From an optimization exercise on the open Yosys and OpenROAD flow, aimed at small area; shortcuts taken in it are not production practice. Only simulation tests tie the RTL to the original design; equivalence was not proved. No activity file was given, so power comes from the tool's default toggle rates.

Setup of run 1:
## pong_vga_top
module pong_vga_top(
	input ClkPort,
	input rst,  
	input BtnC,
	input BtnU,
	input BtnD,
	input BtnL,
	input BtnR,
	output hSync, vSync,
	output [3:0] vgaR, vgaG, vgaB,
	output An0, An1, An2, An3, An4, An5, An6, An7,
	output Ca, Cb, Cc, Cd, Ce, Cf, Cg, Dp,
	output MemOE, MemWR, RamCS, QuadSpiFlashCS
	);
Size in the first run: roughly 690 cells after synthesis, roughly 41 I/O pins.
export LEC_CHECK = 0
export CAP_MARGIN = 20
export CORE_MARGIN = 2
export CORE_UTILIZATION = 70
export SLEW_MARGIN = 20
create_clock -name core_clock -period 120.0 [get_ports {ClkPort}]
standard.sh (not shown) runs the stock make flow with config.mk's settings and CLKGATE_MAP_FILE= SYNTH_SCRIPT=/design/flow/synth_recipe.tcl, a recipe that flattens the netlist after the stock synthesis.
==> flow/flow/run.sh <==
#!/bin/bash
# Own layout flow: the standard flow (standard.sh) with these changes in how
# the layout is made:
#  - ABC maps the logic with an area-oriented script (abc.script here) instead
#    of ORFS's speed script, whose buffering and upsizing aim at delay;
#  - Yosys's synth runs without its early "abc -fast", so the full adders
#    are extracted from the written-out carry chains without inverters;
#  - the port buffers that global placement adds are sky130_fd_sc_hd__buf_1.
# Everything else (synthesis passes, floorplan, power grid, taps, CTS, routing)
# is the standard flow. Each tool's output goes to a log in this folder.
set -euo pipefail
here=$(pwd)
rm -rf "$here/scripts_mod"
cp -r "$FLOW_HOME/scripts" "$here/scripts_mod"
cp "$here/flow/abc.script" "$here/scripts_mod/abc_area.script"
export SCRIPTS_DIR="$here/scripts_mod"
export ABC_AREA=1
export SYNTH_ARGS=-noabc
export CTS_ARGS="-sink_clustering_enable -repair_clock_nets -buf_list {sky130_fd_sc_hd__clkbuf_4 sky130_fd_sc_hd__clkbuf_8} -dont_use_dummy_load"
export BUFFER_PORTS_ARGS="-buffer_cell sky130_fd_sc_hd__buf_1"
bash standard.sh > "$here/standard_flow.log" 2>&1
==> flow/flow/abc.script <==
strash
dch
map -a
&get -n
&st
&dch
&nf -R 1000
&put
topo
dnsize -c
diff inputs: run 1 => run 2
-- flow/config.mk --
<<< run 1, line 9
export CORE_MARGIN = 2
export CORE_UTILIZATION = 70
export SLEW_MARGIN = 20
>>> run 2, line 9
export CORE_MARGIN = 2
export CORE_UTILIZATION = 40
export CTS_BUF_LIST = sky130_fd_sc_hd__clkbuf_2 sky130_fd_sc_hd__clkbuf_4 sky130_fd_sc_hd__clkbuf_8
export SLEW_MARGIN = 20
Findings:
- Compared run 1 against run 2; total number of sequential cells within noise.
- Average wire per cell in the routed design went down by a little under 10% going from run 1 to run 2.
- Status: share of the clock period used by the worst path after layout parity (run 2, run 1)
- Cmp run 2 vs run 1: chip width higher in run 2

## nickel
Another version of the RTL of pong_vga_top (not shown whole).
Size: ~710 cells after synthesis, about 41 I/O pins.
==> flow/config.mk <==
export PLATFORM = sky130hd
export DESIGN_NAME = pong_vga_top
export DESIGN_NICKNAME = pong_vga_top
export VERILOG_FILES = /design/flow/design.v
export SDC_FILE = /design/flow/constraint.sdc
export NUM_CORES = 4
export LEC_CHECK = 0
export CAP_MARGIN = 20
export CORE_MARGIN = 2
export CORE_UTILIZATION = 40
export CTS_BUF_LIST = sky130_fd_sc_hd__clkbuf_2 sky130_fd_sc_hd__clkbuf_4 sky130_fd_sc_hd__clkbuf_8
export SLEW_MARGIN = 20
==> flow/constraint.sdc <==
create_clock -name core_clock -period 120.0 [get_ports {ClkPort}]
set_input_delay 24.0000 -clock core_clock [delete_from_list [all_inputs] [get_ports {ClkPort}]]
set_output_delay 24.0000 -clock core_clock [all_outputs]
set_load 0.01 [all_outputs]
==> flow/flow/run.sh <==
#!/bin/bash
# Own layout flow: the standard flow (standard.sh) with these changes in how
# the layout is made:
#  - ABC maps the logic with an area-oriented script (abc.script here) instead
#    of ORFS's speed script, whose buffering and upsizing aim at delay;
#  - Yosys's synth runs without its early "abc -fast", so the full adders
#    are extracted from the written-out carry chains without inverters;
#  - the port buffers that global placement adds are sky130_fd_sc_hd__buf_1.
# Everything else (synthesis passes, floorplan, power grid, taps, CTS, routing)
# is the standard flow. Each tool's output goes to a log in this folder.
set -euo pipefail
here=$(pwd)
rm -rf "$here/scripts_mod"
cp -r "$FLOW_HOME/scripts" "$here/scripts_mod"
cp "$here/flow/abc.script" "$here/scripts_mod/abc_area.script"
export SCRIPTS_DIR="$here/scripts_mod"
export ABC_AREA=1
export SYNTH_ARGS=-noabc
export BUFFER_PORTS_ARGS="-buffer_cell sky130_fd_sc_hd__buf_1"
bash standard.sh > "$here/standard_flow.log" 2>&1
Scripts as last shown in full above: flow/flow/abc.script
Setup changes, nickel to harbor
--- a/flow/flow/run.sh
+++ b/flow/flow/run.sh
@@ -18,0 +19 @@
+export CTS_ARGS="-sink_clustering_enable -repair_clock_nets -buf_list {sky130_fd_sc_hd__clkbuf_4 sky130_fd_sc_hd__clkbuf_8} -dont_use_dummy_load"
| final critical-path setup slack | harbor vs nickel | 0.0078 ns higher |. | cell area power density | lower: harbor |. After detailed routing, nickel needs more wire than harbor. harbor drops fewer vias than nickel.
### harbor -> zinc
--- a/flow/flow/run.sh
+++ b/flow/flow/run.sh
@@ -2 +2 @@
-# Own layout flow: the standard flow (standard.sh) with these changes in how
+# Own layout flow: the standard flow (standard.sh) with two changes in how
@@ -19 +18,0 @@
-export CTS_ARGS="-sink_clustering_enable -repair_clock_nets -buf_list {sky130_fd_sc_hd__clkbuf_4 sky130_fd_sc_hd__clkbuf_8} -dont_use_dummy_load"
[summary]
zinc did not stop at any stage, and its layout met the timing, design-rule and antenna checks. Any difference in slack of the worst reg-to-reg path between zinc and harbor is small enough to ignore. Summary of zinc over harbor: via count climbed 26; minimum clock period went up by 0.0078 ns; share of the clock period used by the worst path after layout did not really move; overall power after layout now sits higher. From harbor to zinc the numbers moved as follows: final cell count went up, global-route usage went up. The clock network power consumption in zinc sits about 37% above the value recorded for harbor. Cell area in zinc is 95 sq um above harbor. Count of cell instances traversed by the critical path: zinc vs harbor identical.

build 27:
pong_vga_top, a different RTL version from the one above (not shown whole).
For scale: ~680 cells after synthesis, ~110 flip-flops.
Design pong_vga_top, start of the top module:
module pong_vga_top(
	input ClkPort,
	input rst,  
	input BtnC,
	input BtnU,
	input BtnD,
	input BtnL,
	input BtnR,
	output hSync, vSync,
	output [3:0] vgaR, vgaG, vgaB,
	output An0, An1, An2, An3, An4, An5, An6, An7,
	output Ca, Cb, Cc, Cd, Ce, Cf, Cg, Dp,
	output MemOE, MemWR, RamCS, QuadSpiFlashCS
	);
	wire [9:0] hc, vc;
	wire [3:0] score1, score2;
	wire [6:0] ssdOut;
	wire [7:0] anode;
	wire [2:0] divclk;  
	wire carry7;        
	wire white;
	display_controller dc(.clk(ClkPort), .rst(rst), .hSync(hSync), .vSync(vSync),
		.hCount(hc), .vCount(vc), .divclk(divclk), .carry7(carry7));
	counter cnt(.clk(ClkPort), .rst(rst), .cin(carry7), .displayNumber1(score1), .displayNumber2(score2),
		.anode(anode), .ssdOut(ssdOut));
	pong_vga_bitchange vbc(.clk(ClkPort), .rst(rst), .start_btn(BtnC), .divclk(divclk),
		.p1_button_u(BtnL), .p1_button_d(BtnD), .p2_button_u(BtnU), .p2_button_d(BtnR),
		.hCount(hc), .vCount(vc), .white(white), .score1(score1), .score2(score2));
	assign Dp = 1;
	assign {Ca, Cb, Cc, Cd, Ce, Cf, Cg} = ssdOut;
	assign {An7, An6, An5, An4, An3, An2, An1, An0} = anode;
	assign vgaR = {4{white}};
  ...
export LEC_CHECK = 0
export CAP_MARGIN = 0
export CORE_MARGIN = 2
export CORE_UTILIZATION = 40
export GPL_TIMING_DRIVEN = 0
export SLEW_MARGIN = 0
create_clock -name core_clock -period 120.0 [get_ports {ClkPort}]
==> flow/flow/run.sh <==
#!/bin/bash
# Own layout flow: the standard flow (standard.sh) with these changes in how
# the layout is made:
#  - ABC maps the logic with an area-oriented script (abc.script here) instead
#    of ORFS's speed script, whose buffering and upsizing aim at delay;
#  - Yosys's synth runs without its early "abc -fast", so the full adders
#    are extracted from the written-out carry chains without inverters;
#  - the port buffers that global placement adds are sky130_fd_sc_hd__buf_1.
# Everything else (synthesis passes, floorplan, power grid, taps, CTS, routing)
# is the standard flow. Each tool's output goes to a log in this folder.
set -euo pipefail
here=$(pwd)
rm -rf "$here/scripts_mod"
cp -r "$FLOW_HOME/scripts" "$here/scripts_mod"
cp "$here/flow/abc.script" "$here/scripts_mod/abc_area.script"
export SCRIPTS_DIR="$here/scripts_mod"
export ABC_AREA=1
export SYNTH_ARGS=-noabc
export CTS_ARGS="-sink_clustering_enable -repair_clock_nets -buf_list {sky130_fd_sc_hd__clkbuf_4 sky130_fd_sc_hd__clkbuf_8} -dont_use_dummy_load"
export SKIP_REPAIR_TIE_FANOUT=1
export REMOVE_ABC_BUFFERS=1
export BUFFER_PORTS_ARGS="-buffer_cell sky130_fd_sc_hd__buf_1"
bash standard.sh > "$here/standard_flow.log" 2>&1
Scripts as last shown in full above: flow/flow/abc.script
The inputs of build 91 differ from those of build 27 as listed below.
Settings: GPL_TIMING_DRIVEN: 0 -> unset.
-- flow/flow/run.sh --
<<< build 27, line 21
export REMOVE_ABC_BUFFERS=1
>>> build 91, line 21
## What came out
Compare build 27 and build 91 | weighted congestion reported at the end of routability-driven placement lower: build 91
Delta (build 91 minus build 27): via count increased 20, global-route usage decreased by 0.27 points relative to the old numbers, maximum frequency from static timing analysis now sits higher, sequential share of power moved up.
Summary of build 91 over build 27: count of buffers not belonging to the clock network in the layout higher; period utilization lower; total half-perimeter wirelength after legalization and detailed placement lower.
### build 91 -> build 33
Settings: CTS_BUF_LIST now sky130_fd_sc_hd__clkbuf_2 sky130_fd_sc_hd__clkbuf_4 sky130_fd_sc_hd__clkbuf_8, previously not set; CAP_MARGIN now 20, was 0; SLEW_MARGIN now 20, was 0.
-- flow/flow/run.sh --
<<< build 91, line 20
export SKIP_REPAIR_TIE_FANOUT=1
>>> build 33, line 20
[summary]
Looking at build 33 and build 91, the combinational group share of total power is a wash. Delta (build 33 minus build 91): routed wire length went up by 53 um; core utilization closely matched the old numbers; wire length on met1 went down. Of build 33 and build 91, it is build 33 that has the higher number of multi-input combinational cells. The final design area excluding fillers on build 33 is in line with that on build 91.

[port drivers added, routing unchanged]
The flow's constraints put no driver on any port. The routed layouts listed below were extracted and timed again, unchanged, in two steps.
Step 1 sets driving cells, clkbuf_16 on the clock port and buf_2 on the other inputs (assumed; they add their load-dependent delay and slew).
Step 2 moves the port delays by t, midway between the first and last clock arrival at a register: inputs arrive t later, outputs are due t later. That takes back most of the time a late clock gives input paths.
a / b / c = ideal / step 1 / step 2; a / b = the first two.
run	t, ns	setup WS [ns]	worst data-port slew with drivers (ns)	cell pins on the clock port's net
run 1	0.395	89.809 / 89.775 / 90.170	0.04	1
run 2	0.411	89.947 / 89.912 / 90.324	0.04	1
nickel	0.434	89.560 / 89.521 / 89.956	0.05	1
harbor	0.417	89.568 / 89.529 / 89.946	0.05	1
zinc	0.434	89.560 / 89.521 / 89.956	0.05	1
build 27	0.412	89.042 / 89.005 / 89.418	0.03	1
build 91	0.407	89.572 / 89.535 / 89.942	0.03	1
build 33	0.405	89.596 / 89.560 / 89.966	0.03	1
After both steps setup and hold are still met in every run listed.
